From an optimization exercise on the open Yosys and OpenROAD flow, aimed at a short achievable clock period and few clock cycles; shortcuts taken in it are not production practice. Only simulation tests tie the RTL to the original design; equivalence was not proved. No activity file was given, so power comes from the tool's default toggle rates.

## MS
Design processor, start of the top module:
module processor(
input clk,
input rst,
output [31:0] imem_addr,
input  [31:0] imem_data,
output [31:0] dmem_addr,
output [31:0] dmem_wdata,
output dmem_we,
output dmem_re,
input  [31:0] dmem_rdata,
output ret_valid,
output [31:0] ret_pc,
output ret_we,
output [4:0] ret_waddr,
output [31:0] ret_wdata
);
Size in the first run: about 8100 cells after synthesis, ~3100 flip-flops, about 0.12 sq mm of cells after synthesis.
export LEC_CHECK = 0
export CAP_MARGIN = 20
export CORE_MARGIN = 2
export CORE_UTILIZATION = 40
export SETUP_SLACK_MARGIN = 0.5
export SLEW_MARGIN = 20
create_clock -name core_clock -period 11.0 [get_ports {clk}]
standard.sh (not shown) runs the stock make flow with config.mk's settings and CLKGATE_MAP_FILE= SYNTH_SCRIPT=/design/flow/synth_recipe.tcl, a recipe that flattens the netlist after the stock synthesis.
==> flow/flow/run.sh <==
#!/bin/bash
# Standard ORFS layout (the standard.sh, unchanged synthesis), with timing repair
# asked for a larger setup margin so that it keeps shortening the worst paths.
set -euo pipefail
cd "$(dirname "$0")/.."
bash standard.sh SETUP_SLACK_MARGIN=8 TNS_END_PERCENT=20 finish > standard_flow.log 2>&1
Testbench counts of MS, summed over its fixed seeds: cycles 135,889.
Modified inputs, JK compared to MS
diff --git a/flow/design.v b/flow/design.v
--- a/flow/design.v
+++ b/flow/design.v
@@ -190,29 +190,27 @@
 reg        sub_e, s_ar_e, s_and_e, s_or_e, s_xor_e, s_nor_e, s_slt_e, s_pass_e;
 reg        j_e, jx_e, brv_e, baln_e, blez_e, beq_e;
 reg        v_m;
 reg [31:0] res_m, pc_m;
 reg        we_m, lw_m;
 reg [4:0]  wa_m;
 reg        wen_w;            
-reg [31:0] wsel_w;           
 reg [31:0] res_w;
 reg [4:0]  wa_w;
 reg [31:0] dmem_addr_q, dmem_wdata_q;
 reg        dmem_we_q, dmem_re_q;
 reg        ret_valid_q, ret_we_q;
 reg [31:0] ret_pc_q, ret_wdata_q;
 reg [4:0]  ret_waddr_q;
 reg        flag_n, flag_v;
 reg [31:0] rf [0:31];
 reg        btb_v   [0:31];
 reg [6:0]  btb_tag [0:31];
 reg [31:0] btb_tgt [0:31];
 reg        bu_set, bu_clr;
-reg [31:0] bu_oh;            
 reg [4:0]  bu_idx;
 reg [6:0]  bu_tag;
 reg [31:0] bu_tgt;
 assign imem_addr = pc_f;
 wire [31:0] pc4_f  = pc_f + 32'd4;
 wire [4:0]  idx_f  = pc_f[6:2];
 wire        hit_f  = btb_v[idx_f] & (btb_tag[idx_f] == {pc_f[11:7], pc_f[1:0]});
@@ -354,24 +352,22 @@
     jx_e    <= i_jmxor | i_brv;
     brv_e   <= i_brv;
     baln_e  <= i_baln;
     blez_e  <= i_blezal;
     beq_e   <= i_beq;
   end
   bu_set <= v_e & take_e & ~rst;
-  for (i = 0; i < 32; i = i + 1) bu_oh[i] <= v_e & take_e & ~rst & (pc_e[6:2] == i);
   bu_clr <= v_e & ~take_e & hit_e & ~rst;
   bu_idx <= pc_e[6:2];
   bu_tag <= {pc_e[11:7], pc_e[1:0]};
   bu_tgt <= tgt_e;
-  for (i = 0; i < 32; i = i + 1)
-    if (bu_oh[i]) begin
-      btb_tag[i] <= bu_tag;
-      btb_tgt[i] <= bu_tgt;
-    end
+  if (bu_set) begin
+    btb_tag[bu_idx] <= bu_tag;
+    btb_tgt[bu_idx] <= bu_tgt;
+  end
   v_m   <= v_e & ~rst;
   dmem_we_q <= v_e & sw_e & ~rst;
   dmem_re_q <= v_e & lw_e & ~rst;
   if (v_e & (lw_e | sw_e)) dmem_addr_q <= sum_e;
   if (v_e & sw_e) dmem_wdata_q <= sd_e;
   begin
     res_m <= res_e;
@@ -381,34 +377,32 @@
     lw_m  <= lw_e;
   end
   if (v_e) begin
     flag_n <= n_e;
     flag_v <= v_e_flag;
   end
   wen_w <= v_m & we_m & ~rst;
-  for (i = 0; i < 32; i = i + 1) wsel_w[i] <= v_m & we_m & ~rst & (wa_m == i);
   res_w <= m_val;
   wa_w  <= wa_m;
   ret_valid_q <= v_m & ~rst;
   if (v_m) begin
     ret_pc_q    <= pc_m;
     ret_we_q    <= we_m;
     ret_waddr_q <= wa_m;
     ret_wdata_q <= m_val;
   end
-  for (i = 0; i < 32; i = i + 1)
-    if (wsel_w[i]) rf[i] <= res_w;
+  if (wen_w) rf[wa_w] <= res_w;
 end
 always @(posedge clk)
   if (rst) begin
     for (i = 0; i < 32; i = i + 1) btb_v[i] <= 1'b0;
-  end else begin
-    for (i = 0; i < 32; i = i + 1)
-      if (bu_oh[i]) btb_v[i] <= 1'b1;
-      else if (bu_clr & (bu_idx == i)) btb_v[i] <= 1'b0;
+  end else if (bu_set) begin
+    btb_v[bu_idx] <= 1'b1;
+  end else if (bu_clr) begin
+    btb_v[bu_idx] <= 1'b0;
   end
 assign dmem_addr  = dmem_addr_q;
 assign dmem_wdata = dmem_wdata_q;
 assign dmem_we    = dmem_we_q;
 assign dmem_re    = dmem_re_q;
 assign ret_valid = ret_valid_q;
 assign ret_pc    = ret_pc_q;
The run showing the smaller proportion of power drawn by combinational gates is MS. JK vs MS: vias per cell down in JK. Compared with MS, overall power of the completed layout in JK increased by a few percent. On power dissipated in sequential cells, JK and MS are basically level. Delta (JK minus MS): non-clock buffer count increased by 35 relative to the old numbers; worst-margin pin slew increased by 81 ps relative to the old numbers. JK — internal portion of total power 0.99 mW higher, MS as reference. Final worst-path cycle share on JK is down relative to MS. Delta (JK minus MS): sequential share of layout area has decreased; total length of routed wires shows a reduction of about 6%; number of nets at the end of the flow saw a decrease; multi-input combinational area share went up 1.7 points.
Testbench counts of JK, summed over its fixed seeds: cycles 135,889.


processor, a different RTL version from the one above (not shown whole).
Size in the first run: ~240 I/O pins, ~0.12 sq mm of cells after synthesis.
export LEC_CHECK = 0
export CAP_MARGIN = 20
export CORE_MARGIN = 2
export CORE_UTILIZATION = 40
export SETUP_SLACK_MARGIN = 0.5
export SLEW_MARGIN = 20
create_clock -name core_clock -period 11.0 [get_ports {clk}]
==> flow/flow/run.sh <==
#!/bin/bash
# Standard ORFS layout (the standard.sh, unchanged synthesis), with timing repair
# asked for a larger setup margin so that it keeps shortening the worst paths, and
# the port buffers made plain buffers (buf_4) rather than the smallest buffer-like cell.
set -euo pipefail
cd "$(dirname "$0")/.."
bash standard.sh SETUP_SLACK_MARGIN=7.5 TNS_END_PERCENT=20 \
  "BUFFER_PORTS_ARGS=-buffer_cell sky130_fd_sc_hd__buf_4" finish > standard_flow.log 2>&1
Testbench counts at the start, summed over its fixed seeds: cycles 136,030.
Then changed:
--- a/flow/design.v
+++ b/flow/design.v
@@ -201,39 +201,41 @@
 reg [4:0]  ret_waddr_q;
 reg        flag_n, flag_v;
 reg [31:0] rf [0:31];
 reg        btb_v   [0:31];
 reg [6:0]  btb_tag [0:31];
 reg [31:0] btb_tgt [0:31];
 reg        btb_abs [0:31];   
 reg        bu_set, bu_clr;
 reg [31:0] bu_oh;            
 reg [4:0]  bu_idx;
 reg [6:0]  bu_tag;
 reg [31:0] bu_tgt;
-reg [19:0] bu_pch;           
+reg        bu_abs;
 assign imem_addr = pc_f;
 wire [31:0] pc4_f  = pc_f + 32'd4;
 reg        bv_f, babs_f;
+reg [6:0]  btag_f;
 reg [31:0] btgt_f;
 integer j;
 always @(*) begin
-  bv_f = 1'b0; babs_f = 1'b0; btgt_f = 32'd0;
+  bv_f = 1'b0; babs_f = 1'b0; btag_f = 7'd0; btgt_f = 32'd0;
   for (j = 0; j < 32; j = j + 1) begin
-    bv_f   = bv_f   | (pcoh_f[j] & btb_v[j] & (btb_tag[j] == {pc_f[11:7], pc_f[1:0]}));
+    bv_f   = bv_f   | (pcoh_f[j] & btb_v[j]);
     babs_f = babs_f | (pcoh_f[j] & btb_abs[j]);
+    btag_f = btag_f | ({7{pcoh_f[j]}} & btb_tag[j]);
     btgt_f = btgt_f | ({32{pcoh_f[j]}} & btb_tgt[j]);
   end
 end
-wire        hit_f  = bv_f;    
+wire        hit_f  = bv_f & (btag_f == {pc_f[11:7], pc_f[1:0]});
 wire [31:0] pred_f = hit_f ? {babs_f ? btgt_f[31:12] : pc_f[31:12], btgt_f[11:0]} : pc4_f;
 wire [5:0] op_d = ir_d[31:26];
 wire [5:0] fn_d = ir_d[5:0];
 wire [4:0] rs_d = ir_d[25:21];
 wire [4:0] rt_d = ir_d[20:16];
 wire [4:0] rd_d = ir_d[15:11];
 wire rtype_d  = (op_d == 6'h00);
 wire i_brv    = rtype_d & (fn_d == 6'h14);
 wire i_jmxor  = rtype_d & (fn_d == 6'h21);
 wire i_sub    = rtype_d & (fn_d == 6'h22);
 wire i_and    = rtype_d & (fn_d == 6'h24);
 wire i_or     = rtype_d & (fn_d == 6'h25);
@@ -351,30 +353,30 @@
     jx_e    <= i_jmxor | i_brv;
     brv_e   <= i_brv;
     baln_e  <= i_baln;
     blez_e  <= i_blezal;
     beq_e   <= i_beq;
   end
   bu_set <= v_e & take_e & ~rst;
   for (i = 0; i < 32; i = i + 1) bu_oh[i] <= v_e & take_e & ~rst & (pc_e[6:2] == i);
   bu_clr <= v_e & ~take_e & hit_e & ~rst;
   bu_idx <= pc_e[6:2];
   bu_tag <= {pc_e[11:7], pc_e[1:0]};
   bu_tgt <= tgt_e;
-  bu_pch <= pc_e[31:12];
+  bu_abs <= (tgt_e[31:12] != pc_e[31:12]);
   for (i = 0; i < 32; i = i + 1)
     if (bu_oh[i]) begin
       btb_tag[i] <= bu_tag;
       btb_tgt[i] <= bu_tgt;
-      btb_abs[i] <= (bu_tgt[31:12] != bu_pch);
+      btb_abs[i] <= bu_abs;
     end
   v_m   <= v_e & ~rst;
   dmem_we_q <= v_e & sw_e & ~rst;
   dmem_re_q <= v_e & lw_e & ~rst;
   dmem_addr_q  <= sum_e;
   dmem_wdata_q <= sd_e;
   res_m <= res_e;
   pc_m  <= pc_e;
   we_m  <= we_e | (blez_e & blez_c);
   wa_m  <= wa_e;
   lw_m  <= lw_e;
   for (i = 0; i < 32; i = i + 1)
Critical path depth rises by 7.
Total power falls slightly.
Final area falls slightly.
Routed wire length falls slightly.
Clock power stays flat.
Setup slack got worse by 0.022 ns.
Core utilization stays flat.
Fmax falls slightly.
Count of clock-buffer cells in the layout falls by 9.
Testbench counts after the change, summed over its fixed seeds: cycles 136,030.

afterwards: timing with drivers on the ports:
Ports are ideal in the flow. The routed layouts listed here were re-timed in OpenROAD. Step 1 assumes that a clkbuf_16 drives the clock port and a buf_2 every other input. Step 2 times the ports against the registers' clock, not the clock port: input delays grow and output delays shrink by t, the midpoint of the rising clock arrivals with the driver on. Three values: ideal ports, drivers, drivers and shift; two values: the first two.
| run | t, ns | setup slack, ns | worst hold slack (ns) | cell pins on the clock port's net |
|---|---|---|---|---|
| MS | 1.016 | 6.807 / 6.748 / 6.331 | 0.289 / 0.289 / 0.289 | 1 |
| JK | 1.024 | 7.116 / 7.017 / 6.754 | 0.314 / 0.314 / 0.314 | 1 |
| the first run of note 2 | 1.065 | 7.164 / 7.090 / 6.186 | 0.318 / 0.318 / 0.318 | 1 |
| the second run of note 2 | 1.052 | 7.141 / 7.124 / 6.565 | 0.325 / 0.325 / 0.325 | 1 |
After both steps every run listed still meets setup and hold. For the first run of note 2, which loses most, drivers alone change the setup slack by -0.074 ns; drivers and shift together by -0.978 ns.
